From an optimization exercise on the open Yosys and OpenROAD flow, aimed at small area and a short achievable clock period; shortcuts taken in it are not production practice. Function not checked in this run: the RTL went through the layout flow alone. Power figures rest on the tool's default switching activity, not on a simulated workload.

[config.mk]
export PLATFORM = sky130hd
export DESIGN_NAME = cordic_top
export DESIGN_NICKNAME = cordic_top
export VERILOG_FILES = /design/flow/design.v
export SDC_FILE = /design/flow/constraint.sdc
export NUM_CORES = 4
export LEC_CHECK = 0
export ABC_AREA = 1
export CAP_MARGIN = 20
export CORE_MARGIN = 2
export CORE_UTILIZATION = 45
export CTS_BUF_LIST = sky130_fd_sc_hd__clkbuf_8
export SETUP_SLACK_MARGIN = 1.4
export SLEW_MARGIN = 20
[constraint.sdc]
create_clock -name core_clock -period 3.3 [get_ports {clk}]
set_input_delay 0.6600 -clock core_clock [delete_from_list [all_inputs] [get_ports {clk}]]
set_output_delay 0.6600 -clock core_clock [all_outputs]
set_load 0.01 [all_outputs]
[design.v]
module CORDIC_pipelined (
    input clk,
    input logic signed[15:0] angle,
    output logic signed[15:0] sin, cos
);
logic [15:0] t_in;
assign t_in = angle - 16'd1;
logic [14:0] u0_q;
logic d0_q;
logic [14:0] u1;
logic [14:0] u1_q;
logic [1:0] i1_q;    
logic [15:0] v0;
assign v0 = {1'b0, u0_q} - 16'd12867;
logic [14:0] f1;
assign f1 = v0[14:0] ^ {15{v0[15]}};
assign u1 = f1;
logic [6:0] lpos;
logic [5:0] q0;
logic [5:0] tg;
cordic_htab htab_i (.d(u1_q[14:7]), .q({lpos, q0, tg}));
logic [5:0] q0_q;
logic [5:0] tg_q;
logic c_q;
logic [6:0] lo_q, lp_q;
assign c_q = lo_q >= lp_q;
logic [1:0] iq_q;
logic [5:0] late;
assign late = {(q0_q[5] ^ (c_q & tg_q[5])), (q0_q[4] ^ (c_q & tg_q[4])), (q0_q[3] ^ (c_q & tg_q[3])), (q0_q[2] ^ (c_q & tg_q[2])), (q0_q[1] ^ (c_q & tg_q[1])), (q0_q[0] ^ (c_q & tg_q[0]))};
logic [7:0] x0_q, x1_q, x2_q, x3_q, x4_q;    
logic [31:0] rom_d;
cordic_rom rom_i (.d(x4_q), .q(rom_d));
always_ff @(posedge clk) begin
    u0_q <= t_in[14:0] ^ {15{t_in[15]}};
    d0_q <= ~t_in[15];
    u1_q <= u1;
    i1_q <= {d0_q, v0[15]};
    q0_q <= q0;
    tg_q <= tg;
    lo_q <= u1_q[6:0];
    lp_q <= lpos;
    iq_q <= i1_q;
    x0_q <= {iq_q, late};
    x1_q <= x0_q;
    x2_q <= x1_q;
    x3_q <= x2_q;
    x4_q <= x3_q;
    {sin, cos} <= rom_d;
end
endmodule
module cordic_rom(d, q);
  input [7:0] d;
  wire [7:0] d;
  output [31:0] q;
  wire [31:0] q;
  wire _0_;
  wire _100_;
  wire _101_;
  wire _102_;
  wire _103_;
  wire _104_;
  wire _105_;
  wire _106_;
  wire _107_;
  wire _108_;
  wire _109_;
  wire _10_;
  wire _110_;
  wire _111_;
  wire _112_;
  wire _113_;
  wire _114_;
  wire _115_;
  wire _116_;
  wire _117_;
  wire _118_;
  wire _119_;
  wire _11_;
  wire _120_;
  wire _121_;
  wire _122_;
  wire _123_;
  wire _124_;
  wire _125_;
  wire _126_;
  wire _127_;
  wire _128_;
  wire _129_;
  wire _12_;
  wire _130_;
  wire _131_;
  wire _132_;
  wire _133_;
  wire _134_;
  wire _135_;
  wire _136_;
  wire _137_;
  wire _138_;
  wire _139_;
  wire _13_;
  wire _140_;
  wire _141_;
  wire _142_;
  wire _143_;
  wire _144_;
  wire _145_;
  wire _146_;
  wire _147_;
  wire _148_;
  wire _149_;
  wire _14_;
  wire _150_;
  wire _151_;
  wire _152_;
  wire _153_;
  wire _154_;
  wire _155_;
  wire _156_;
  wire _157_;
  wire _158_;
  wire _159_;
  wire _15_;
  wire _160_;
  wire _161_;
  wire _162_;
  wire _163_;
  wire _164_;
  wire _165_;
  wire _166_;
  wire _167_;
  wire _168_;
  wire _169_;
  wire _16_;
  wire _170_;
  wire _171_;
  wire _172_;
  wire _173_;
  wire _174_;
  wire _175_;
  wire _176_;
  wire _177_;
  wire _178_;
  wire _179_;
  wire _17_;
  wire _180_;
  wire _181_;
  wire _182_;
  wire _183_;
  wire _184_;
  wire _185_;
  wire _186_;
  wire _187_;
  wire _188_;
  wire _189_;
  wire _18_;
  wire _190_;
  wire _191_;
  wire _192_;
  wire _193_;
  wire _194_;
  wire _195_;
  wire _196_;
  wire _197_;
  wire _198_;
  wire _199_;
  wire _19_;
  wire _1_;
  wire _200_;
  wire _201_;
  wire _202_;
  wire _203_;
  wire _204_;
  wire _205_;
  wire _206_;
  wire _207_;
  wire _208_;
  wire _209_;
  wire _20_;
  wire _210_;
  wire _211_;
  wire _212_;
  wire _213_;
  wire _214_;
  wire _215_;
  wire _216_;
  wire _217_;
  wire _218_;
  wire _219_;
  wire _21_;
  wire _220_;
  wire _221_;
  wire _222_;
  wire _223_;
  wire _224_;
  wire _225_;
  wire _226_;
  wire _227_;
  wire _228_;
  wire _229_;
  wire _22_;
  wire _230_;
  wire _231_;
  wire _232_;
  wire _233_;
  wire _234_;
  wire _235_;
  wire _236_;
  wire _237_;
  wire _238_;
  wire _239_;
  wire _23_;
  wire _240_;
  wire _241_;
  wire _242_;
  wire _243_;
  wire _244_;
  wire _245_;
  wire _246_;
  wire _247_;
  wire _248_;
  wire _249_;
  wire _24_;
  wire _250_;
  wire _251_;
  wire _252_;
  wire _253_;
  wire _254_;
  wire _255_;
  wire _256_;
  wire _257_;
  wire _258_;
  wire _259_;
  wire _25_;
  wire _260_;
  wire _261_;
  wire _262_;
  wire _263_;
  wire _264_;
  wire _265_;
  wire _266_;
  wire _267_;
  wire _268_;
  wire _269_;
  wire _26_;
  wire _270_;
  wire _271_;
  wire _272_;
  wire _273_;
  wire _274_;
  wire _275_;
  wire _276_;
  wire _277_;
  wire _278_;
  wire _279_;
  wire _27_;
  wire _280_;
  wire _281_;
  wire _282_;
  wire _283_;
  wire _284_;
  wire _285_;
  wire _286_;
  wire _287_;
  wire _288_;
  wire _289_;
  wire _28_;
  wire _290_;
  wire _291_;
  wire _292_;
  wire _293_;
  wire _294_;
  wire _295_;
  wire _296_;
  wire _297_;
  wire _298_;
  wire _299_;
  wire _29_;
  wire _2_;
  wire _300_;
  wire _301_;
  wire _302_;
  wire _303_;
  wire _304_;
  wire _305_;
  wire _306_;
  wire _307_;
  wire _308_;
  wire _309_;
  wire _30_;
  wire _310_;
  wire _311_;
  wire _312_;
  wire _313_;
  wire _314_;
  wire _315_;
  wire _316_;
  wire _317_;
  wire _318_;
  wire _319_;
  wire _31_;
  wire _320_;
  wire _321_;
  wire _322_;
  wire _323_;
  wire _324_;
  wire _325_;
  wire _326_;
  wire _327_;
  wire _328_;
  wire _329_;
  wire _32_;
  wire _330_;
  wire _331_;
  wire _332_;
  wire _333_;
  wire _334_;
  wire _335_;
  wire _336_;
  wire _337_;
  wire _338_;
  wire _339_;
  wire _33_;
  wire _340_;
  wire _341_;
  wire _342_;
  wire _343_;
  wire _344_;
  wire _345_;
  wire _346_;
  wire _347_;
  wire _348_;
  wire _349_;
  wire _34_;
  wire _350_;
  wire _351_;
  wire _352_;
  wire _353_;
  wire _354_;
  wire _355_;
  wire _356_;
  wire _357_;
  wire _358_;
  wire _359_;
  wire _35_;
  wire _360_;
  wire _361_;
  wire _362_;
  wire _363_;
  wire _364_;
  wire _365_;
  wire _366_;
  wire _367_;
  wire _368_;
  wire _369_;
  wire _36_;
  wire _370_;
  wire _371_;
  wire _372_;
  wire _373_;
  wire _374_;
  wire _375_;
  wire _376_;
  wire _377_;
  wire _378_;
  wire _379_;
  wire _37_;
  wire _380_;
  wire _381_;
  wire _382_;
  wire _383_;
  wire _384_;
  wire _385_;
  wire _386_;
  wire _387_;
  wire _388_;
  wire _389_;
  wire _38_;
  wire _390_;
  wire _391_;
  wire _392_;
  wire _393_;
  wire _394_;
  wire _395_;
  wire _396_;
  wire _397_;
  wire _398_;
  wire _399_;
  wire _39_;
  wire _3_;
  wire _400_;
  wire _401_;
  wire _402_;
  wire _403_;
  wire _404_;
  wire _405_;
  wire _406_;
  wire _407_;
  wire _408_;
  wire _409_;
  wire _40_;
  wire _410_;
  wire _411_;
  wire _412_;
  wire _413_;
  wire _414_;
  wire _415_;
  wire _416_;
  wire _417_;
  wire _418_;
  wire _419_;
  wire _41_;
  wire _420_;
  wire _421_;
  wire _422_;
  wire _423_;
  wire _424_;
  wire _425_;
  wire _426_;
  wire _427_;
  wire _428_;
  wire _429_;
  wire _42_;
  wire _430_;
  wire _431_;
  wire _432_;
  wire _433_;
  wire _434_;
  wire _435_;
  wire _436_;
  wire _437_;
  wire _438_;
  wire _439_;
  wire _43_;
  wire _440_;
  wire _441_;
  wire _442_;
  wire _443_;
  wire _444_;
  wire _445_;
  wire _446_;
  wire _447_;
  wire _448_;
  wire _449_;
  wire _44_;
  wire _450_;
  wire _451_;
  wire _452_;
  wire _453_;
  wire _454_;
  wire _455_;
  wire _456_;
  wire _457_;
  wire _458_;
  wire _459_;
  wire _45_;
  wire _460_;
  wire _461_;
  wire _462_;
  wire _463_;
  wire _464_;
  wire _465_;
  wire _466_;
  wire _467_;
  wire _468_;
  wire _469_;
  wire _46_;
  wire _470_;
  wire _471_;
  wire _472_;
  wire _473_;
  wire _474_;
  wire _475_;
  wire _476_;
  wire _477_;
  wire _478_;
  wire _479_;
  wire _47_;
  wire _480_;
  wire _481_;
  wire _482_;
  wire _483_;
  wire _484_;
  wire _485_;
  wire _486_;
  wire _487_;
  wire _488_;
  wire _489_;
  wire _48_;
  wire _490_;
  wire _491_;
  wire _492_;
  wire _493_;
  wire _494_;
  wire _495_;
  wire _496_;
  wire _497_;
  wire _498_;
  wire _499_;
  wire _49_;
  wire _4_;
  wire _500_;
  wire _501_;
  wire _502_;
  wire _503_;
  wire _504_;
  wire _505_;
  wire _506_;
  wire _507_;
  wire _508_;
  wire _509_;
  wire _50_;
  wire _510_;
  wire _511_;
  wire _512_;
  wire _513_;
  wire _514_;
  wire _515_;
  wire _516_;
  wire _517_;
  wire _518_;
  wire _519_;
  wire _51_;
  wire _520_;
  wire _521_;
  wire _522_;
  wire _523_;
  wire _524_;
  wire _525_;
  wire _526_;
  wire _527_;
  wire _528_;
  wire _529_;
  wire _52_;
  wire _530_;
  wire _531_;
  wire _532_;
  wire _533_;
  wire _534_;
  wire _535_;
  wire _536_;
  wire _537_;
  wire _538_;
  wire _539_;
  wire _53_;
  wire _540_;
  wire _541_;
  wire _542_;
  wire _543_;
  wire _544_;
  wire _545_;
  wire _546_;
  wire _547_;
  wire _548_;
  wire _549_;
  wire _54_;
  wire _550_;
  wire _551_;
  wire _552_;
  wire _553_;
  wire _554_;
  wire _555_;
  wire _556_;
  wire _557_;
  wire _558_;
  wire _559_;
  wire _55_;
  wire _560_;
  wire _561_;
  wire _562_;
  wire _563_;
  wire _564_;
  wire _565_;
  wire _566_;
  wire _567_;
  wire _568_;
  wire _569_;
  wire _56_;
  wire _570_;
  wire _571_;
  wire _572_;
  wire _573_;
  wire _574_;
  wire _575_;
  wire _576_;
  wire _577_;
  wire _578_;
  wire _579_;
  wire _57_;
  wire _580_;
  wire _581_;
  wire _582_;
  wire _583_;
  wire _584_;
  wire _585_;
  wire _586_;
  wire _587_;
  wire _588_;
  wire _58_;
  wire _59_;
  wire _5_;
  wire _60_;
  wire _61_;
  wire _62_;
  wire _63_;
  wire _64_;
  wire _65_;
  wire _66_;
  wire _67_;
  wire _68_;
  wire _69_;
  wire _6_;
  wire _70_;
  wire _71_;
  wire _72_;
  wire _73_;
  wire _74_;
  wire _75_;
  wire _76_;
  wire _77_;
  wire _78_;
  wire _79_;
  wire _7_;
  wire _80_;
  wire _81_;
  wire _82_;
  wire _83_;
  wire _84_;
  wire _85_;
  wire _86_;
  wire _87_;
  wire _88_;
  wire _89_;
  wire _8_;
  wire _90_;
  wire _91_;
  wire _92_;
  wire _93_;
  wire _94_;
  wire _95_;
  wire _96_;
  wire _97_;
  wire _98_;
  wire _99_;
  wire _9_;
  assign _152_ = _515_ ? _161_ : _153_;
  assign _151_ = d[2] | d[4];
  assign _150_ = _151_ | _476_;
  assign _149_ = d[5] ? _162_ : _150_;
  assign _148_ = _542_ ? _158_ : _160_;
  assign _147_ = _541_ & ~(_208_);
  assign _146_ = d[4] & ~(_147_);
  assign _145_ = d[5] ? _148_ : _146_;
  assign _144_ = _515_ ? _149_ : _145_;
  assign q[16] = q[30] ? _152_ : _144_;
  assign _143_ = d[4] | d[5];
  assign _142_ = _537_ & ~(_143_);
  assign q[15] = _142_ & ~(d[6]);
  assign _141_ = ~(_155_ & _549_);
  assign _140_ = q[30] & ~(_141_);
  assign q[14] = _515_ ? _142_ : _140_;
  assign _139_ = _142_ | _544_;
  assign _138_ = _139_ | d[6];
  assign _137_ = d[6] ? _141_ : _139_;
  assign q[13] = d[7] ? _138_ : _137_;
  assign _136_ = _515_ & ~(_535_);
  assign _135_ = _136_ | q[15];
  assign _134_ = _140_ | _515_;
  assign _133_ = ~(_134_ | _531_);
  assign q[12] = _133_ | _135_;
  assign _132_ = d[5] ? _524_ : _521_;
  assign _131_ = _515_ & ~(_132_);
  assign _130_ = ~(_134_ | _517_);
  assign q[11] = _130_ | _131_;
  assign _129_ = d[5] ? _500_ : _499_;
  assign _128_ = _515_ & ~(_129_);
  assign _127_ = ~(_134_ | _511_);
  assign q[10] = _127_ | _128_;
  assign _126_ = d[5] & ~(_482_);
  assign _125_ = _549_ & ~(_494_);
  assign _124_ = _125_ | _126_;
  assign _123_ = d[5] & ~(_474_);
  assign _122_ = d[5] | ~(d[7]);
  assign _121_ = _549_ & ~(_155_);
  assign _120_ = _122_ & ~(_121_);
  assign _119_ = _536_ & ~(_120_);
  assign _118_ = _119_ | _123_;
  assign q[9] = _515_ ? _124_ : _118_;
  assign _117_ = _549_ ? _463_ : _464_;
  assign _116_ = _446_ & ~(_549_);
  assign _115_ = _456_ & ~(_120_);
  assign _114_ = _115_ | _116_;
  assign q[8] = _515_ ? _117_ : _114_;
  assign _113_ = _542_ ? _156_ : _422_;
  assign _112_ = d[5] ? _416_ : _113_;
  assign _111_ = _515_ ? _425_ : _112_;
  assign _110_ = _549_ ? _411_ : _416_;
  assign _109_ = _363_ | _534_;
  assign _108_ = d[3] ? _484_ : _109_;
  assign _107_ = _542_ ? _431_ : _108_;
  assign _106_ = d[5] ? _107_ : _412_;
  assign _105_ = d[6] ? _110_ : _106_;
  assign q[7] = q[30] ? _111_ : _105_;
  assign _104_ = _542_ ? _522_ : _401_;
  assign _103_ = d[5] ? _394_ : _104_;
  assign _102_ = _378_ | _542_;
  assign _101_ = _549_ ? _102_ : _372_;
  assign _100_ = _515_ ? _103_ : _101_;
  assign _99_ = d[0] ? d[2] : _239_;
  assign _98_ = d[3] ? _466_ : _99_;
  assign _97_ = _542_ ? _396_ : _98_;
  assign _96_ = _549_ ? _400_ : _97_;
  assign _95_ = d[2] ? _523_ : _485_;
  assign _94_ = d[3] ? _499_ : _95_;
  assign _93_ = d[4] ? _373_ : _94_;
  assign _92_ = _542_ ? _156_ : _378_;
  assign _91_ = d[5] ? _93_ : _92_;
  assign _90_ = _515_ ? _96_ : _91_;
  assign q[6] = d[7] ? _100_ : _90_;
  assign _89_ = _542_ ? _498_ : _360_;
  assign _88_ = d[5] ? _365_ : _89_;
  assign _87_ = _542_ ? _522_ : _346_;
  assign _86_ = d[5] ? _348_ : _87_;
  assign _85_ = d[6] ? _88_ : _86_;
  assign _84_ = ~(_401_ | _509_);
  assign _83_ = _84_ | _542_;
  assign _82_ = _352_ & _547_;
  assign _81_ = _82_ | _309_;
  assign _80_ = _503_ | _508_;
  assign _79_ = _541_ ? _80_ : _350_;
  assign _78_ = d[4] ? _81_ : _79_;
  assign _77_ = _549_ ? _83_ : _78_;
  assign _76_ = d[3] & ~(_487_);
  assign _75_ = d[4] ? _360_ : _76_;
  assign _74_ = d[2] ? _510_ : _523_;
  assign _73_ = d[3] ? _419_ : _74_;
  assign _72_ = d[3] ? _389_ : _273_;
  assign _71_ = d[4] ? _73_ : _72_;
  assign _70_ = _549_ ? _75_ : _71_;
  assign _69_ = _515_ ? _77_ : _70_;
  assign q[5] = d[7] ? _85_ : _69_;
  assign _68_ = _542_ ? _522_ : _295_;
  assign _67_ = d[5] ? _301_ : _68_;
  assign _66_ = d[3] & ~(_358_);
  assign _65_ = d[4] ? _322_ : _66_;
  assign _64_ = d[5] ? _286_ : _65_;
  assign _63_ = _515_ ? _67_ : _64_;
  assign _62_ = _541_ ? _80_ : _291_;
  assign _61_ = d[2] ? _539_ : _398_;
  assign _60_ = _541_ ? _296_ : _61_;
  assign _59_ = d[4] ? _62_ : _60_;
  assign _58_ = d[2] ? _463_ : _548_;
  assign _57_ = d[3] ? _323_ : _58_;
  assign _56_ = d[3] & ~(_452_);
  assign _55_ = d[4] ? _57_ : _56_;
  assign _54_ = d[5] ? _59_ : _55_;
  assign _53_ = d[3] ? _509_ : _357_;
  assign _52_ = d[3] ? _305_ : _342_;
  assign _51_ = d[4] ? _53_ : _52_;
  assign _50_ = _541_ ? _359_ : _296_;
  assign _49_ = _50_ | _542_;
  assign _48_ = d[5] ? _51_ : _49_;
  assign _47_ = d[6] ? _54_ : _48_;
  assign q[4] = d[7] ? _63_ : _47_;
  assign _46_ = d[3] ? _506_ : _499_;
  assign _45_ = d[4] ? _254_ : _46_;
  assign _44_ = d[5] ? _255_ : _45_;
  assign _43_ = d[3] & ~(_363_);
  assign _42_ = d[4] ? _279_ : _43_;
  assign _41_ = d[5] ? _247_ : _42_;
  assign _40_ = _515_ ? _44_ : _41_;
  assign _39_ = _541_ ? _479_ : _386_;
  assign _38_ = _542_ ? _526_ : _39_;
  assign _37_ = _541_ ? _358_ : _250_;
  assign _36_ = _540_ ? _232_ : _494_;
  assign _35_ = d[3] ? _257_ : _36_;
  assign _34_ = _542_ ? _37_ : _35_;
  assign _33_ = _549_ ? _38_ : _34_;
  assign _32_ = d[2] ? d[0] : _494_;
  assign _31_ = d[3] ? _250_ : _32_;
  assign _30_ = _541_ ? _462_ : _367_;
  assign _29_ = d[4] ? _31_ : _30_;
  assign _28_ = _436_ | _541_;
  assign _27_ = ~_201_;
  assign _26_ = _541_ ? _505_ : _27_;
  assign _25_ = _542_ ? _28_ : _26_;
  assign _24_ = d[5] ? _29_ : _25_;
  assign _23_ = _515_ ? _33_ : _24_;
  assign q[3] = d[7] ? _40_ : _23_;
  assign _22_ = d[2] ? _539_ : _494_;
  assign _21_ = d[3] ? _288_ : _22_;
  assign _20_ = d[4] ? _218_ : _21_;
  assign _19_ = d[5] ? _219_ : _20_;
  assign _18_ = d[3] & ~(_80_);
  assign _17_ = d[4] ? _212_ : _18_;
  assign _16_ = d[5] ? _204_ : _17_;
  assign _15_ = _515_ ? _19_ : _16_;
  assign _14_ = _548_ & ~(_374_);
  assign _13_ = d[3] ? _259_ : _14_;
  assign _12_ = _507_ | d[1];
  assign _11_ = _540_ ? _508_ : _450_;
  assign _10_ = d[3] ? _12_ : _11_;
  assign _9_ = _542_ ? _13_ : _10_;
  assign _8_ = _542_ ? _158_ : _80_;
  assign _7_ = d[5] ? _9_ : _8_;
  assign _6_ = d[3] & ~(d[1]);
  assign _5_ = _541_ ? d[1] : _305_;
  assign _4_ = _542_ ? _6_ : _5_;
  assign _3_ = d[3] ? _449_ : _182_;
  assign _2_ = d[2] ? _469_ : _494_;
  assign _1_ = d[3] ? _275_ : _2_;
  assign _0_ = _542_ ? _3_ : _1_;
  assign _588_ = _549_ ? _4_ : _0_;
  assign _587_ = _515_ ? _7_ : _588_;
  assign q[2] = d[7] ? _15_ : _587_;
  assign _586_ = _437_ | _541_;
  assign _585_ = _542_ ? _586_ : _195_;
  assign _584_ = d[5] ? _197_ : _585_;
  assign _583_ = _542_ ? _349_ : _187_;
  assign _582_ = d[5] ? _188_ : _583_;
  assign _581_ = d[6] ? _584_ : _582_;
  assign _580_ = d[2] ? _450_ : _494_;
  assign _579_ = d[3] ? _192_ : _580_;
  assign _578_ = _494_ & ~(d[2]);
  assign _577_ = d[2] ? _463_ : _510_;
  assign _576_ = d[3] ? _578_ : _577_;
  assign _575_ = d[4] ? _579_ : _576_;
  assign _574_ = d[3] ? _507_ : _455_;
  assign _573_ = _424_ | d[3];
  assign _572_ = d[4] ? _574_ : _573_;
  assign _571_ = d[5] ? _575_ : _572_;
  assign _570_ = d[1] & ~(_424_);
  assign _569_ = _463_ ? _508_ : _471_;
  assign _568_ = d[3] ? _570_ : _569_;
  assign _567_ = d[2] ? _508_ : _485_;
  assign _566_ = _541_ ? _359_ : _567_;
  assign _565_ = d[4] ? _568_ : _566_;
  assign _564_ = d[3] ? d[1] : d[2];
  assign _563_ = _564_ & ~(_542_);
  assign _562_ = d[5] ? _565_ : _563_;
  assign _561_ = _515_ ? _571_ : _562_;
  assign q[1] = d[7] ? _581_ : _561_;
  assign _560_ = ~(_148_ & d[5]);
  assign _559_ = ~_310_;
  assign _558_ = _542_ ? _559_ : _147_;
  assign _557_ = _558_ | d[5];
  assign _556_ = _557_ & _560_;
  assign _555_ = d[2] ? d[3] : d[1];
  assign _554_ = _542_ ? _163_ : _555_;
  assign _553_ = d[5] & ~(_554_);
  assign _552_ = _515_ ? _556_ : _553_;
  assign _551_ = ~(_557_ & _560_);
  assign _550_ = d[6] ? _161_ : _551_;
  assign q[0] = q[30] ? _552_ : _550_;
  assign _549_ = ~d[5];
  assign _548_ = d[1] | d[0];
  assign _547_ = ~(d[2] & d[3]);
  assign _546_ = _548_ & ~(_547_);
  assign _545_ = _546_ | d[4];
  assign _544_ = _545_ & ~(_549_);
  assign _543_ = d[6] & ~(_544_);
  assign q[29] = _543_ ^ d[7];
  assign q[30] = ~d[7];
  assign _542_ = ~d[4];
  assign _541_ = ~d[3];
  assign _540_ = ~d[2];
  assign _539_ = d[1] & d[0];
  assign _538_ = _540_ & ~(_539_);
  assign _537_ = _538_ | _541_;
  assign _536_ = _537_ | _542_;
  assign _535_ = d[5] ? _545_ : _536_;
  assign _534_ = ~(d[2] | d[1]);
  assign _533_ = d[3] & ~(_534_);
  assign _532_ = ~(_533_ & d[4]);
  assign _531_ = d[5] & ~(_532_);
  assign _530_ = d[6] ? _535_ : _531_;
  assign q[28] = _530_ ^ d[7];
  assign _529_ = ~(d[2] & d[0]);
  assign _528_ = d[1] & ~(_529_);
  assign _527_ = _541_ & ~(_528_);
  assign _526_ = ~(d[2] | d[3]);
  assign _525_ = _526_ | _546_;
  assign _524_ = d[4] ? _527_ : _525_;
  assign _523_ = ~(d[1] & d[0]);
  assign _522_ = ~(_526_ & _523_);
  assign _521_ = ~(_522_ & _537_);
  assign _520_ = _521_ | _542_;
  assign _519_ = d[5] ? _524_ : _520_;
  assign _518_ = _542_ ? _547_ : _533_;
  assign _517_ = d[5] & ~(_518_);
  assign _516_ = d[6] ? _519_ : _517_;
  assign q[27] = _516_ ^ d[7];
  assign _515_ = ~d[6];
  assign _514_ = d[3] ? d[2] : _534_;
  assign _513_ = _526_ | _533_;
  assign _512_ = _542_ ? _514_ : _513_;
  assign _511_ = d[5] & ~(_512_);
  assign _510_ = ~(d[1] | d[0]);
  assign _509_ = d[2] & ~(_510_);
  assign _508_ = ~d[1];
  assign _507_ = d[2] | d[0];
  assign _506_ = _508_ & ~(_507_);
  assign _505_ = _506_ | _509_;
  assign _504_ = _541_ ? d[2] : _505_;
  assign _503_ = d[2] & d[0];
  assign _502_ = _508_ ? _540_ : _503_;
  assign _501_ = d[3] ? _540_ : _502_;
  assign _500_ = _542_ ? _504_ : _501_;
  assign _499_ = ~(_528_ | _538_);
  assign _498_ = d[3] & ~(_528_);
  assign _497_ = d[4] ? _499_ : _498_;
  assign _496_ = d[5] ? _500_ : _497_;
  assign _495_ = _515_ ? _511_ : _496_;
  assign q[26] = _495_ ^ d[7];
  assign _494_ = _539_ | _510_;
  assign _493_ = d[0] | ~(d[2]);
  assign _492_ = _508_ ? _529_ : _493_;
  assign _491_ = _492_ | _541_;
  assign _490_ = d[4] ? _494_ : _491_;
  assign _489_ = d[2] | ~(d[1]);
  assign _488_ = d[2] & ~(d[0]);
  assign _487_ = d[1] & ~(_488_);
  assign _486_ = d[3] ? _489_ : _487_;
  assign _485_ = ~(_539_ | _510_);
  assign _484_ = d[2] ? _548_ : _485_;
  assign _483_ = _541_ ? _508_ : _484_;
  assign _482_ = d[4] ? _486_ : _483_;
  assign _481_ = _549_ ? _490_ : _482_;
  assign _480_ = d[4] & ~(_537_);
  assign _479_ = _539_ | _540_;
  assign _478_ = _540_ ? _508_ : _548_;
  assign _477_ = _541_ ? _479_ : _478_;
  assign _476_ = d[3] | ~(d[1]);
  assign _475_ = _476_ & ~(d[2]);
  assign _474_ = d[4] ? _477_ : _475_;
  assign _473_ = _549_ ? _480_ : _474_;
  assign _472_ = d[6] ? _481_ : _473_;
  assign q[25] = _472_ ^ d[7];
  assign _471_ = d[2] & d[1];
  assign _470_ = d[0] ? _540_ : _471_;
  assign _469_ = d[0] | ~(d[1]);
  assign _468_ = d[2] ? d[1] : _469_;
  assign _467_ = _541_ ? _470_ : _468_;
  assign _466_ = d[0] & ~(_471_);
  assign _465_ = _466_ ^ d[3];
  assign _464_ = d[4] ? _467_ : _465_;
  assign _463_ = ~d[0];
  assign _462_ = d[2] ? d[0] : d[1];
  assign _461_ = ~(_462_ & d[3]);
  assign _460_ = d[4] ? _463_ : _461_;
  assign _459_ = d[5] ? _464_ : _460_;
  assign _458_ = ~(d[2] & d[1]);
  assign _457_ = _541_ ? _458_ : _499_;
  assign _456_ = _457_ | _542_;
  assign _455_ = _540_ ? d[1] : _510_;
  assign _454_ = d[3] ? _508_ : _455_;
  assign _453_ = _529_ | d[1];
  assign _452_ = d[1] & ~(_503_);
  assign _451_ = _453_ & ~(_452_);
  assign _450_ = d[0] & ~(d[1]);
  assign _449_ = _450_ | d[2];
  assign _448_ = ~(_449_ & _453_);
  assign _447_ = _541_ ? _451_ : _448_;
  assign _446_ = _542_ ? _454_ : _447_;
  assign _445_ = _549_ ? _456_ : _446_;
  assign _444_ = d[6] ? _459_ : _445_;
  assign _443_ = d[5] & ~(_464_);
  assign _442_ = _549_ & ~(_460_);
  assign _441_ = _442_ | _443_;
  assign _440_ = d[4] & ~(_457_);
  assign _439_ = d[3] ? d[1] : _478_;
  assign _438_ = _508_ & ~(_529_);
  assign _437_ = _452_ | _438_;
  assign _436_ = d[1] ? d[2] : _529_;
  assign _435_ = _541_ ? _437_ : _436_;
  assign _434_ = _542_ ? _439_ : _435_;
  assign _433_ = _549_ ? _440_ : _434_;
  assign _432_ = d[6] ? _441_ : _433_;
  assign q[24] = d[7] ? _444_ : _432_;
  assign _431_ = _540_ ? d[3] : _539_;
  assign _430_ = ~_431_;
  assign _429_ = d[2] ? _510_ : _494_;
  assign _428_ = _492_ & ~(_534_);
  assign _427_ = d[3] ? _429_ : _428_;
  assign _426_ = _542_ ? _430_ : _427_;
  assign _425_ = d[5] & ~(_426_);
  assign _424_ = d[2] | ~(d[0]);
  assign _423_ = _508_ ? _540_ : _424_;
  assign _422_ = d[3] ? _494_ : _423_;
  assign _421_ = _542_ ? _522_ : _422_;
  assign _420_ = d[3] ? _463_ : _448_;
  assign _419_ = d[0] ? d[2] : d[1];
  assign _418_ = _424_ & ~(_488_);
  assign _417_ = d[3] ? _419_ : _418_;
  assign _416_ = _542_ ? _420_ : _417_;
  assign _415_ = _549_ ? _421_ : _416_;
  assign _414_ = d[6] ? _425_ : _415_;
  assign _413_ = _426_ | _549_;
  assign _412_ = _542_ & ~(_522_);
  assign _411_ = _422_ | _542_;
  assign _410_ = _412_ | ~(_411_);
  assign _409_ = _449_ & ~(_438_);
  assign _408_ = d[3] ? d[0] : _409_;
  assign _407_ = _488_ | ~(_424_);
  assign _406_ = _540_ ? d[0] : _510_;
  assign _405_ = _541_ ? _407_ : _406_;
  assign _404_ = _542_ ? _408_ : _405_;
  assign _403_ = _549_ ? _410_ : _404_;
  assign _402_ = d[6] ? _413_ : _403_;
  assign q[23] = d[7] ? _414_ : _402_;
  assign _401_ = _506_ | _541_;
  assign _400_ = _401_ | _542_;
  assign _399_ = _549_ & ~(_400_);
  assign _398_ = d[1] & ~(d[0]);
  assign _397_ = _424_ & ~(_398_);
  assign _396_ = _541_ ? _479_ : _397_;
  assign _395_ = _541_ ? _418_ : _466_;
  assign _394_ = _542_ ? _396_ : _395_;
  assign _393_ = d[5] & ~(_394_);
  assign _392_ = _393_ | _399_;
  assign _391_ = d[1] ? _540_ : _503_;
  assign _390_ = _541_ ? _479_ : _391_;
  assign _389_ = _528_ | _538_;
  assign _388_ = d[3] ? _389_ : _494_;
  assign _387_ = d[4] ? _390_ : _388_;
  assign _386_ = _493_ & ~(_494_);
  assign _385_ = d[3] ? _463_ : _386_;
  assign _384_ = _541_ & ~(_484_);
  assign _383_ = d[4] ? _385_ : _384_;
  assign _382_ = d[5] ? _387_ : _383_;
  assign _381_ = d[6] ? _392_ : _382_;
  assign _380_ = d[5] ? _394_ : _400_;
  assign _379_ = _494_ | _488_;
  assign _378_ = d[3] ? d[0] : _379_;
  assign _377_ = _484_ | d[3];
  assign _376_ = d[4] ? _378_ : _377_;
  assign _375_ = d[3] ? _499_ : _485_;
  assign _374_ = d[2] & ~(_539_);
  assign _373_ = _541_ ? _374_ : _409_;
  assign _372_ = _542_ ? _375_ : _373_;
  assign _371_ = _549_ ? _376_ : _372_;
  assign _370_ = d[6] ? _380_ : _371_;
  assign q[22] = q[30] ? _381_ : _370_;
  assign _369_ = _540_ ? _523_ : _494_;
  assign _368_ = d[3] ? _419_ : _369_;
  assign _367_ = d[2] ? _539_ : _485_;
  assign _366_ = _541_ ? _463_ : _367_;
  assign _365_ = d[4] ? _368_ : _366_;
  assign _364_ = d[0] & ~(d[2]);
  assign _363_ = _508_ ? _503_ : _488_;
  assign _362_ = _363_ | _364_;
  assign _361_ = d[2] ? _508_ : _548_;
  assign _360_ = _541_ ? _362_ : _361_;
  assign _359_ = _529_ | _508_;
  assign _358_ = _463_ & ~(_458_);
  assign _357_ = d[2] ? _450_ : _469_;
  assign _356_ = ~(_357_ | _358_);
  assign _355_ = d[3] ? _359_ : _356_;
  assign _354_ = d[4] ? _360_ : _355_;
  assign _353_ = d[5] ? _365_ : _354_;
  assign _352_ = d[1] | d[3];
  assign _351_ = _352_ & ~(_546_);
  assign _350_ = _494_ ^ _540_;
  assign _349_ = _541_ ? _451_ : _350_;
  assign _348_ = d[4] ? _351_ : _349_;
  assign _347_ = ~(_506_ | _509_);
  assign _346_ = _541_ ? _534_ : _347_;
  assign _345_ = _346_ | _542_;
  assign _344_ = d[5] ? _348_ : _345_;
  assign _343_ = _515_ ? _353_ : _344_;
  assign _342_ = _424_ & ~(_363_);
  assign _341_ = d[2] ? d[1] : _510_;
  assign _340_ = _541_ ? _342_ : _341_;
  assign _339_ = _357_ | _358_;
  assign _338_ = d[3] ? _528_ : _339_;
  assign _337_ = d[4] ? _340_ : _338_;
  assign _336_ = d[2] ? _523_ : _494_;
  assign _335_ = _541_ ? d[0] : _336_;
  assign _334_ = _541_ ? _437_ : _406_;
  assign _333_ = _542_ ? _335_ : _334_;
  assign _332_ = _549_ ? _337_ : _333_;
  assign _331_ = _541_ ? _508_ : _509_;
  assign _330_ = _494_ ^ d[2];
  assign _329_ = _541_ ? _437_ : _330_;
  assign _328_ = d[4] ? _331_ : _329_;
  assign _327_ = _541_ ? _506_ : _347_;
  assign _326_ = d[4] & ~(_327_);
  assign _325_ = d[5] ? _328_ : _326_;
  assign _324_ = _515_ ? _332_ : _325_;
  assign q[21] = d[7] ? _343_ : _324_;
  assign _323_ = _540_ ? _510_ : _398_;
  assign _322_ = _541_ ? _452_ : _323_;
  assign _321_ = _323_ ^ d[3];
  assign _320_ = d[4] ? _322_ : _321_;
  assign _319_ = _549_ & ~(_320_);
  assign _318_ = _540_ ? d[0] : _523_;
  assign _317_ = _541_ ? _502_ : _318_;
  assign _316_ = d[2] ? d[1] : d[0];
  assign _315_ = d[2] ? _548_ : _539_;
  assign _314_ = _541_ ? _316_ : _315_;
  assign _313_ = _542_ ? _317_ : _314_;
  assign _312_ = _313_ & ~(_549_);
  assign _311_ = _312_ | _319_;
  assign _310_ = d[2] & ~(d[3]);
  assign _309_ = _510_ & ~(_310_);
  assign _308_ = _359_ & ~(_309_);
  assign _307_ = _542_ ? _498_ : _308_;
  assign _306_ = _549_ & ~(_307_);
  assign _305_ = _534_ | ~(_458_);
  assign _304_ = d[0] ? d[2] : _458_;
  assign _303_ = d[3] ? _305_ : _304_;
  assign _302_ = d[3] ? _509_ : _466_;
  assign _301_ = _542_ ? _303_ : _302_;
  assign _300_ = d[5] & ~(_301_);
  assign _299_ = _300_ | _306_;
  assign _298_ = _515_ ? _311_ : _299_;
  assign _297_ = _508_ ? d[2] : _529_;
  assign _296_ = _463_ ? d[1] : _458_;
  assign _295_ = _541_ ? _297_ : _296_;
  assign _294_ = _542_ ? d[3] : _295_;
  assign _293_ = d[5] ? _301_ : _294_;
  assign _292_ = d[2] ? _508_ : _510_;
  assign _291_ = d[2] ? _510_ : _485_;
  assign _290_ = _541_ ? _292_ : _291_;
  assign _289_ = _540_ ? _463_ : _539_;
  assign _288_ = d[1] ? _529_ : _507_;
  assign _287_ = d[3] ? _289_ : _288_;
  assign _286_ = d[4] ? _290_ : _287_;
  assign _285_ = _549_ ? _320_ : _286_;
  assign _284_ = d[6] ? _293_ : _285_;
  assign q[20] = q[30] ? _298_ : _284_;
  assign _283_ = _540_ & ~(_450_);
  assign _282_ = d[3] ? _492_ : _283_;
  assign _281_ = _542_ & ~(_282_);
  assign _280_ = _493_ & ~(_450_);
  assign _279_ = _541_ ? _449_ : _280_;
  assign _278_ = d[4] & ~(_279_);
  assign _277_ = _278_ | _281_;
  assign _276_ = _458_ & ~(_534_);
  assign _275_ = d[2] & ~(_450_);
  assign _274_ = d[3] ? _276_ : _275_;
  assign _273_ = _540_ ? _463_ : _398_;
  assign _272_ = d[3] ? _499_ : _273_;
  assign _271_ = d[4] ? _274_ : _272_;
  assign _270_ = _549_ ? _277_ : _271_;
  assign _269_ = _508_ ? d[2] : _493_;
  assign _268_ = _541_ ? _492_ : _269_;
  assign _267_ = _541_ ? _478_ : _275_;
  assign _266_ = _542_ ? _268_ : _267_;
  assign _265_ = _359_ | _541_;
  assign _264_ = _363_ | _506_;
  assign _263_ = d[3] ? _379_ : _264_;
  assign _262_ = _542_ ? _265_ : _263_;
  assign _261_ = d[5] ? _266_ : _262_;
  assign _260_ = _515_ ? _270_ : _261_;
  assign _259_ = _508_ ? _540_ : _488_;
  assign _258_ = _541_ ? _363_ : _259_;
  assign _257_ = _450_ | _540_;
  assign _256_ = _541_ ? _455_ : _257_;
  assign _255_ = _542_ ? _258_ : _256_;
  assign _254_ = _541_ ? _428_ : _386_;
  assign _253_ = _254_ & ~(_542_);
  assign _252_ = d[5] ? _255_ : _253_;
  assign _251_ = d[4] ? _279_ : _282_;
  assign _250_ = d[1] ? d[2] : _364_;
  assign _249_ = _541_ ? _357_ : _250_;
  assign _248_ = d[3] ? _389_ : _269_;
  assign _247_ = d[4] ? _249_ : _248_;
  assign _246_ = _549_ ? _251_ : _247_;
  assign _245_ = d[6] ? _252_ : _246_;
  assign q[19] = q[30] ? _260_ : _245_;
  assign _244_ = _540_ ? _450_ : _469_;
  assign _243_ = d[2] ? _450_ : _398_;
  assign _242_ = d[3] ? _244_ : _243_;
  assign _241_ = d[3] ? _493_ : _448_;
  assign _240_ = _542_ ? _242_ : _241_;
  assign _239_ = d[1] & ~(d[2]);
  assign _238_ = _541_ ? _506_ : _239_;
  assign _237_ = d[3] ? _386_ : _341_;
  assign _236_ = _542_ ? _238_ : _237_;
  assign _235_ = _549_ ? _240_ : _236_;
  assign _234_ = d[1] ? _540_ : _424_;
  assign _233_ = _541_ ? _275_ : _234_;
  assign _232_ = d[1] | ~(d[0]);
  assign _231_ = d[2] ? _463_ : _232_;
  assign _230_ = d[2] ? d[1] : _494_;
  assign _229_ = _541_ ? _231_ : _230_;
  assign _228_ = _542_ ? _233_ : _229_;
  assign _227_ = d[3] ? d[1] : _379_;
  assign _226_ = _542_ ? _265_ : _227_;
  assign _225_ = d[5] ? _228_ : _226_;
  assign _224_ = _515_ ? _235_ : _225_;
  assign _223_ = _541_ ? _257_ : _250_;
  assign _222_ = d[2] ? d[0] : _450_;
  assign _221_ = d[2] ? _508_ : _523_;
  assign _220_ = _541_ ? _222_ : _221_;
  assign _219_ = _542_ ? _223_ : _220_;
  assign _218_ = d[3] ? _508_ : _462_;
  assign _217_ = _542_ ? _498_ : _218_;
  assign _216_ = d[5] ? _219_ : _217_;
  assign _215_ = _540_ ? _232_ : _398_;
  assign _214_ = d[2] ? _232_ : _469_;
  assign _213_ = d[3] ? _215_ : _214_;
  assign _212_ = d[3] ? _488_ : _409_;
  assign _211_ = _542_ ? _213_ : _212_;
  assign _210_ = _539_ | d[2];
  assign _209_ = _541_ ? _210_ : _489_;
  assign _208_ = d[2] & ~(d[1]);
  assign _207_ = _364_ | _208_;
  assign _206_ = d[0] ? d[1] : d[2];
  assign _205_ = _541_ ? _207_ : _206_;
  assign _204_ = _542_ ? _209_ : _205_;
  assign _203_ = _549_ ? _211_ : _204_;
  assign _202_ = d[6] ? _216_ : _203_;
  assign q[18] = q[30] ? _224_ : _202_;
  assign _201_ = d[1] ? d[2] : d[0];
  assign _200_ = _541_ & ~(_398_);
  assign _199_ = _200_ | _201_;
  assign _198_ = d[3] ? _493_ : _379_;
  assign _197_ = d[4] ? _199_ : _198_;
  assign _196_ = _541_ ? _369_ : _330_;
  assign _195_ = _541_ ? _494_ : _407_;
  assign _194_ = _542_ ? _196_ : _195_;
  assign _193_ = d[5] ? _197_ : _194_;
  assign _192_ = d[2] ? _508_ : _398_;
  assign _191_ = d[3] ? _492_ : _192_;
  assign _190_ = _540_ ? _548_ : _232_;
  assign _189_ = _541_ ? _479_ : _190_;
  assign _188_ = _542_ ? _191_ : _189_;
  assign _187_ = d[3] ? _451_ : _273_;
  assign _186_ = ~(_437_ & d[3]);
  assign _185_ = d[4] ? _187_ : _186_;
  assign _184_ = d[5] ? _188_ : _185_;
  assign _183_ = _515_ ? _193_ : _184_;
  assign _182_ = d[2] ? _548_ : _494_;
  assign _181_ = d[3] ? _529_ : _182_;
  assign _180_ = _541_ ? _210_ : _347_;
  assign _179_ = _542_ ? _181_ : _180_;
  assign _178_ = _541_ ? _485_ : _418_;
  assign _177_ = _350_ ^ _541_;
  assign _176_ = d[4] ? _178_ : _177_;
  assign _175_ = d[5] ? _179_ : _176_;
  assign _174_ = _363_ | _541_;
  assign _173_ = _283_ | _363_;
  assign _172_ = _540_ ? _463_ : _523_;
  assign _171_ = d[3] ? _173_ : _172_;
  assign _170_ = _542_ ? _174_ : _171_;
  assign _169_ = d[3] ? _363_ : _468_;
  assign _168_ = d[3] ? _450_ : _358_;
  assign _167_ = _542_ ? _169_ : _168_;
  assign _166_ = _549_ ? _170_ : _167_;
  assign _165_ = _515_ ? _175_ : _166_;
  assign q[17] = d[7] ? _183_ : _165_;
  assign _164_ = _534_ ^ d[3];
  assign _163_ = d[3] ? d[2] : _208_;
  assign _162_ = d[4] ? _164_ : _163_;
  assign _161_ = _162_ | _549_;
  assign _160_ = d[1] ? d[3] : d[2];
  assign _159_ = _160_ & ~(_542_);
  assign _158_ = _541_ & ~(_239_);
  assign _157_ = _542_ & ~(_158_);
  assign _156_ = _489_ | _541_;
  assign _155_ = _542_ & ~(_156_);
  assign _154_ = d[5] ? _157_ : _155_;
  assign _153_ = _154_ | _159_;
  assign q[31] = q[30];
endmodule
module cordic_htab(d, q);
  input [7:0] d;
  wire [7:0] d;
  output [18:0] q;
  wire [18:0] q;
  wire _0_;
  wire _10_;
  wire _11_;
  wire _12_;
  wire _13_;
  wire _14_;
  wire _15_;
  wire _16_;
  wire _17_;
  wire _18_;
  wire _19_;
  wire _1_;
  wire _20_;
  wire _21_;
  wire _22_;
  wire _23_;
  wire _24_;
  wire _25_;
  wire _26_;
  wire _27_;
  wire _28_;
  wire _29_;
  wire _2_;
  wire _30_;
  wire _31_;
  wire _32_;
  wire _33_;
  wire _34_;
  wire _35_;
  wire _36_;
  wire _37_;
  wire _38_;
  wire _39_;
  wire _3_;
  wire _40_;
  wire _41_;
  wire _42_;
  wire _43_;
  wire _44_;
  wire _45_;
  wire _46_;
  wire _47_;
  wire _48_;
  wire _49_;
  wire _4_;
  wire _50_;
  wire _51_;
  wire _52_;
  wire _53_;
  wire _54_;
  wire _55_;
  wire _56_;
  wire _57_;
  wire _58_;
  wire _59_;
  wire _5_;
  wire _60_;
  wire _61_;
  wire _62_;
  wire _63_;
  wire _64_;
  wire _65_;
  wire _66_;
  wire _67_;
  wire _68_;
  wire _69_;
  wire _6_;
  wire _70_;
  wire _71_;
  wire _72_;
  wire _73_;
  wire _74_;
  wire _75_;
  wire _7_;
  wire _8_;
  wire _9_;
  assign _24_ = ~(d[0] | d[5]);
  assign _23_ = _24_ | d[6];
  assign _22_ = _25_ & ~(_23_);
  assign _21_ = _27_ & ~(_22_);
  assign _20_ = ~(_21_ | _40_);
  assign q[17] = _20_ & ~(_29_);
  assign _19_ = _42_ | _26_;
  assign _18_ = _19_ & _32_;
  assign q[0] = _18_ | _38_;
  assign _17_ = ~d[1];
  assign _16_ = _21_ ^ _17_;
  assign q[1] = q[0] & ~(_16_);
  assign _15_ = _37_ | _43_;
  assign _14_ = _15_ | ~(q[1]);
  assign q[4] = ~(_14_ | _47_);
  assign q[5] = q[4] & ~(_26_);
  assign _13_ = q[0] & ~(_21_);
  assign q[18] = _13_ & ~(q[5]);
  assign _12_ = _30_ | ~(_25_);
  assign q[16] = q[18] & ~(_12_);
  assign _11_ = _41_ | _48_;
  assign _10_ = _17_ & ~(_11_);
  assign _9_ = q[0] & ~(_10_);
  assign _8_ = ~_47_;
  assign _7_ = _21_ & ~(_8_);
  assign _6_ = _7_ | _40_;
  assign _5_ = _6_ | ~(_9_);
  assign _4_ = _5_ & ~(_29_);
  assign q[15] = _4_ | q[4];
  assign _3_ = _40_ | ~(d[4]);
  assign _2_ = d[6] & ~(_19_);
  assign _1_ = _2_ | d[7];
  assign _0_ = d[6] & d[1];
  assign _75_ = _45_ & ~(_0_);
  assign _74_ = _75_ | _1_;
  assign _73_ = _74_ | ~(_14_);
  assign _72_ = _8_ & ~(_73_);
  assign _71_ = ~(d[5] | d[7]);
  assign _70_ = ~_71_;
  assign _69_ = _72_ ? _26_ : _70_;
  assign _68_ = _69_ | d[6];
  assign _67_ = _68_ & ~(_37_);
  assign _66_ = ~d[3];
  assign _65_ = _40_ ^ _66_;
  assign _64_ = _65_ ^ _67_;
  assign q[13] = _9_ & ~(_64_);
  assign _63_ = _17_ & ~(q[13]);
  assign _62_ = d[3] & ~(_63_);
  assign _61_ = _62_ | _3_;
  assign _60_ = d[3] & ~(_40_);
  assign _59_ = d[4] ? _40_ : _60_;
  assign _58_ = _59_ & q[13];
  assign _57_ = _58_ | _29_;
  assign q[14] = _61_ & ~(_57_);
  assign _56_ = _42_ | d[5];
  assign _55_ = _56_ & ~(_15_);
  assign q[12] = q[1] & ~(_55_);
  assign q[11] = _25_ & ~(_39_);
  assign q[10] = ~_69_;
  assign _54_ = _73_ | _66_;
  assign _53_ = d[4] | d[7];
  assign _52_ = _54_ & ~(_53_);
  assign q[9] = _52_ | _72_;
  assign _51_ = ~(d[3] | d[7]);
  assign q[8] = _73_ ? _51_ : d[3];
  assign _50_ = _15_ & ~(q[11]);
  assign _49_ = ~(_50_ | _74_);
  assign q[7] = q[1] ? _15_ : _49_;
  assign q[6] = _16_ & ~(_1_);
  assign q[3] = d[3] & ~(_14_);
  assign q[2] = ~_14_;
  assign _48_ = ~(d[0] ^ d[5]);
  assign _47_ = ~(d[3] & d[4]);
  assign _46_ = d[2] & ~(_47_);
  assign _45_ = ~d[2];
  assign _44_ = _47_ | _45_;
  assign _43_ = ~(d[2] | d[1]);
  assign _42_ = _43_ | _47_;
  assign _41_ = d[5] ? _44_ : _42_;
  assign _40_ = _48_ ? _46_ : _41_;
  assign _39_ = d[6] | d[7];
  assign _38_ = ~(_39_ | _40_);
  assign _37_ = d[2] & d[1];
  assign _36_ = d[4] | ~(d[5]);
  assign _35_ = _36_ | d[3];
  assign _34_ = _35_ | _37_;
  assign _33_ = d[0] | ~(d[6]);
  assign _32_ = ~(_33_ | d[7]);
  assign _31_ = ~(_32_ & _42_);
  assign _30_ = _34_ & ~(_31_);
  assign _29_ = ~(_30_ | _38_);
  assign _28_ = _44_ & ~(d[6]);
  assign _27_ = _28_ | d[0];
  assign _26_ = ~d[5];
  assign _25_ = _44_ | _26_;
endmodule
module cordic_top (
    input  logic clk,
    input  logic signed[15:0] angle,
    output logic signed[15:0] sin, cos
);
    CORDIC_pipelined dut_basic(
        .clk(clk),
        .angle(angle),
        .sin(sin),
        .cos(cos)
    );
endmodule
[run.sh]
#!/bin/bash
# synth_recipe.tcl (not shown) runs the flow's synth.tcl, then flattens the netlist and writes it again
# the make line also repeats each setting of config.mk as NAME=value (left out here)
make -C /OpenROAD-flow-scripts/flow DESIGN_CONFIG=/design/flow/config.mk WORK_HOME=/design/flow/orfs CLKGATE_MAP_FILE= SYNTH_SCRIPT=/design/flow/synth_recipe.tcl finish
==> flow_summary.json <==
{
  "synthArstFlopShare_pct": 0,
  "placed_cells": 1276,
  "setup_slack_ns": 1.13,
  "cts_buffers": 17,
  "syn2layout_area_growth_pct": 40.0,
  "hold_viol_final": 0,
  "period_share_pct": 65.7,
  "cts_tree": "yes",
  "slew_viol_final": 0,
  "core_area_sq_mm": 0.0160,
  "yosysTopAreaCell": "dfxtp_1",
  "start_util_pct": 46.4,
  "gp_congestion": 1.05,
  "hold_path_startpoint": "dut_basic.x2_q[5]",
  "htreeDepth": 4,
  "cp_num_buf_inv": 3,
  "setup_viol": 0,
  "dieHeight_um": 132,
  "crit_start": "dut_basic.x4_q[0]",
  "io_buffers": 48,
  "cp.required_ns": 3.62,
  "hold_depth": 0,
  "rsz0062_at_grt": "yes",
  "cellPowerDensity_mw_per_mm2": 1190,
  "p_leak_uw": 0.00452,
  "grt_pass1_wl_mm": 42.8,
  "wl_mm": 28.4,
  "r2r_setup_slack_ns": 1.13,
  "synth_top_area_share_pct": 35.6,
  "max_cap_violations": 0,
  "drt-initial-drc-count": 848,
  "fp.dieW_um": 132,
  "slowest_stage": "dfxtp_4",
  "pin_count": 49,
  "dieArea_sq_mm": 0.0175,
  "crit_chain": "clkinvlp_4 -> buf_12 -> ha_4 -> inv_6 -> nor2_1 -> nor2_1 -> nor2_1 -> o21ai_0 -> o211ai_1 -> o211ai_1 -> nand2_1",
  "grt-busiest-layer": "met2",
  "grt_use_total_pct": 31.7,
  "status": "no timing/DRC/antenna violations",
  "final_nets": 1217,
  "grt_max_degree": 59,
  "dr.pass1.iters": 8,
  "syn-num-nets": 1079,
  "max_freq_mhz": 461,
  "critPathLaunchType": "register",
  "grt-ovfl-total": 0,
  "root_buffer": "clkbuf_8",
  "avgViaCountPerCell": 5.77,
  "path_max_fanout": 6,
  "clock_latency_ns": 0.46,
  "end_kind": "register",
  "dpl.hpwl_mm": 19.7,
  "drt-wirelength-per-cell_um": 20.3,
  "r2r-start": "dut_basic.x4_q[0]",
  "antenna_found_initial": 1,
  "crit_family": "simple AND/OR/NAND/NOR gates",
  "postCtsHoldBufs": 0,
  "rows": 46,
  "power_uw": 12300,
  "vias": 8066,
  "crit_top_cell": "nor2_1",
  "synth_top_cells_by_area": "dfxtp_1, nand2_1, nor2_1",
  "synth.most_common_cell": "nand2_1",
  "use_met2_pct": 52.6,
  "yosysSeqAreaShare_pct": 35.6,
  "ys_warn_count": 1,
  "drive_gt1_share_pct": 31.6,
  "gr-usage-met3_pct": 6.81,
  "clock_skew_ns": 0.0266,
  "ant_nets": 0,
  "synth_edf_count": 0,
  "synth_commonest_cells": "nand2_1, dfxtp_1, nor2_1",
  "cts.sinks": 132,
  "r2r_cells": 11,
  "dp_slack_ns": 0.488,
  "syn_area_sq_mm": 0.00742,
  "met1_usage_pct": 36.6,
  "path_class": "reg -> reg",
  "tightest_slew_ns": 0.630,
  "fin_crit_ns": 2.17,
  "synth_flop_cell": "dfxtp_1",
  "ys_seq_elements": 132,
  "relSlewSlack_pct": 57.7,
  "hold_end": "dut_basic.x3_q[5]",
  "fin_tns_setup_ns": 0,
  "layout.cells.non_filler": 1398,
  "crit_path_max_incr_delay_ns": 0.39,
  "grt_pass1_vias": 7717,
  "syn_inst": 1031,
  "antenna-diode-count": 0,
  "peakVddDrop_mv": 0.565,
  "clock_path_buffers": 2,
  "avgSynthCellArea_sq_um": 7.20,
  "arrival_ns": 2.49,
  "drt_drc_violations_left": 0,
  "hold_path.class": "reg -> reg",
  "reg2reg_to": "dut_basic.cos[6]",
  "fillers": 1450,
  "path_clk_slew_ns": 0.09,
  "yosysUniqueCellTypes": 51
}
-- cells in the final DEF, fill, tap and decap left out, types with 8 or more instances in the layout --
master / count
nor2_1: 83
o21ai_2: 13
nor3_1: 11
nor2_4: 22
o31ai_1: 8
clkbuf_8: 19
inv_2: 18
nand3_1: 39
nand3_2: 10
ha_4: 13
nor2_2: 25
ha_1: 11
o211ai_1: 25
nand2_1: 169
xnor2_1: 16
a21oi_2: 11
xor2_1: 35
buf_6: 12
dfxtp_1: 118
nand2_2: 28
a21oi_1: 46
o21ai_0: 44
inv_1: 81
dlygate4sd2_1: 37
xor2_2: 10
o21ai_1: 29
buf_4: 97
o22ai_1: 10
-- routing by layer --
layer | routed length (um) | vias up
met4 | 2130 | 0
li1 | - | 3726
met1 | 10400 | 3703
met2 | 13400 | 483
met5 | 0 | -
met3 | 2500 | 154
-- registers in the layout (all words and copies together) (netlist names) --
signal          count
dut_basic.cos      16
dut_basic.sin      15
dut_basic.u0_q     15
dut_basic.u1_q     15
dut_basic.x0_q      8
dut_basic.x1_q      8
dut_basic.x2_q      8
dut_basic.x3_q      8
dut_basic.x4_q      8
dut_basic.lo_q      7
dut_basic.lp_q      7
dut_basic.q0_q      6
dut_basic.tg_q      6
dut_basic.i1_q      2
dut_basic.iq_q      2
dut_basic.d0_q      1
-- worst register-to-register path: cells and delay by family (launching register included) --
kind	cells	cell delay, ns
compound gates	3	0.40
fa+ha+maj	1	0.27
buf+inv	3	0.36
flops	1	0.39
simple gates	4	0.60
-- how the worst max path moves through the flow --
stage	endpoint	slack (ns)	depth (start not counted)
after floorplan	dut_basic.u0_q[12]	1.06	10
after global placement	dut_basic.u0_q[0]	0.57	11
after detailed placement	dut_basic.u0_q[2]	0.49	11
after CTS	dut_basic.sin[3]	1.13	9
after global routing	dut_basic.cos[1]	1.08	11
final	dut_basic.cos[6]	1.13	11
-- power by group --
group | switching, uW | total, uW | internal, uW
clock | 689 | 1490 | 798
combinational | 5150 | 8330 | 3180
sequential | 293 | 2510 | 2220
-- through the flow --
stage / cell area [sq um] / util (%) / hold slack [ns]
global route: 10400 / 64.9 / 0.335
detailed placement: 8300 / 51.9 / 0.312
global placement: 8300 / 51.9 / 0.310
finish: 10400 / 64.9 / 0.317
CTS: 9540 / 59.6 / 0.325
floorplan: 7540 / - / 0.309
-- cell families (layout without fill, tap and decap cells) --
logic type	Yosys count	after routing	synth area share, %
flops	132	132	35.6
compound gates	245	245	20.0
buf+inv	153	304	8.06
simple gates	407	407	22.7
fa+ha+maj	31	31	5.33
xor+xnor	62	62	8.08
mux	1	1	0.135
-- layout make-up --
| type | count | area [sq um] | share of cell area [%] |
|---|---|---|---|
| flip-flops and latches | 132 | 2680 | 25.8 |
| repair buffers | 164 | 1450 | 14.0 |
| multi-input cells | 746 | 5120 | 49.3 |
| well taps | 216 | 270 | 2.60 |
| clock buffers | 19 | 262 | 2.52 |
| inverters | 108 | 437 | 4.20 |
| clock inverters | 13 | 170 | 1.64 |
-- repair_timing --
action / CTS / global route
endpoints found under the setup margin: 98 / 67
gates resized for setup: 183 / 146
buffers inserted: 50 / 38
cloned: 2 / 0
pin swaps: 44 / 75

afterwards: timing with drivers on the ports:
The results above use ideal ports. As a check the final layout listed here was re-extracted and re-timed, cells and wires unchanged. Step 1 assumes that a clkbuf_16 drives the clock port and a buf_2 every other input. Step 2 adds t to the input delays and takes it off the output delays; t is the mean of the earliest and latest rising clock arrival at the registers after step 1. Input paths then give back, and output paths get back, about the clock's delay inside the block. Three values: no drivers, after step 1, after step 2; two values: the first two.
shift t [ns]: 0.489
slack for setup (ns): 1.130 / 1.130 / 0.859
worst register clock-pin slew, ns: 0.10 / 0.10
worst data-port slew with drivers (ns): 0.05
pins driven straight from the clock port: 1
After both steps setup and hold are still met in this run. For this run, drivers alone change the setup slack by 0.000 ns; drivers and shift together by -0.271 ns.
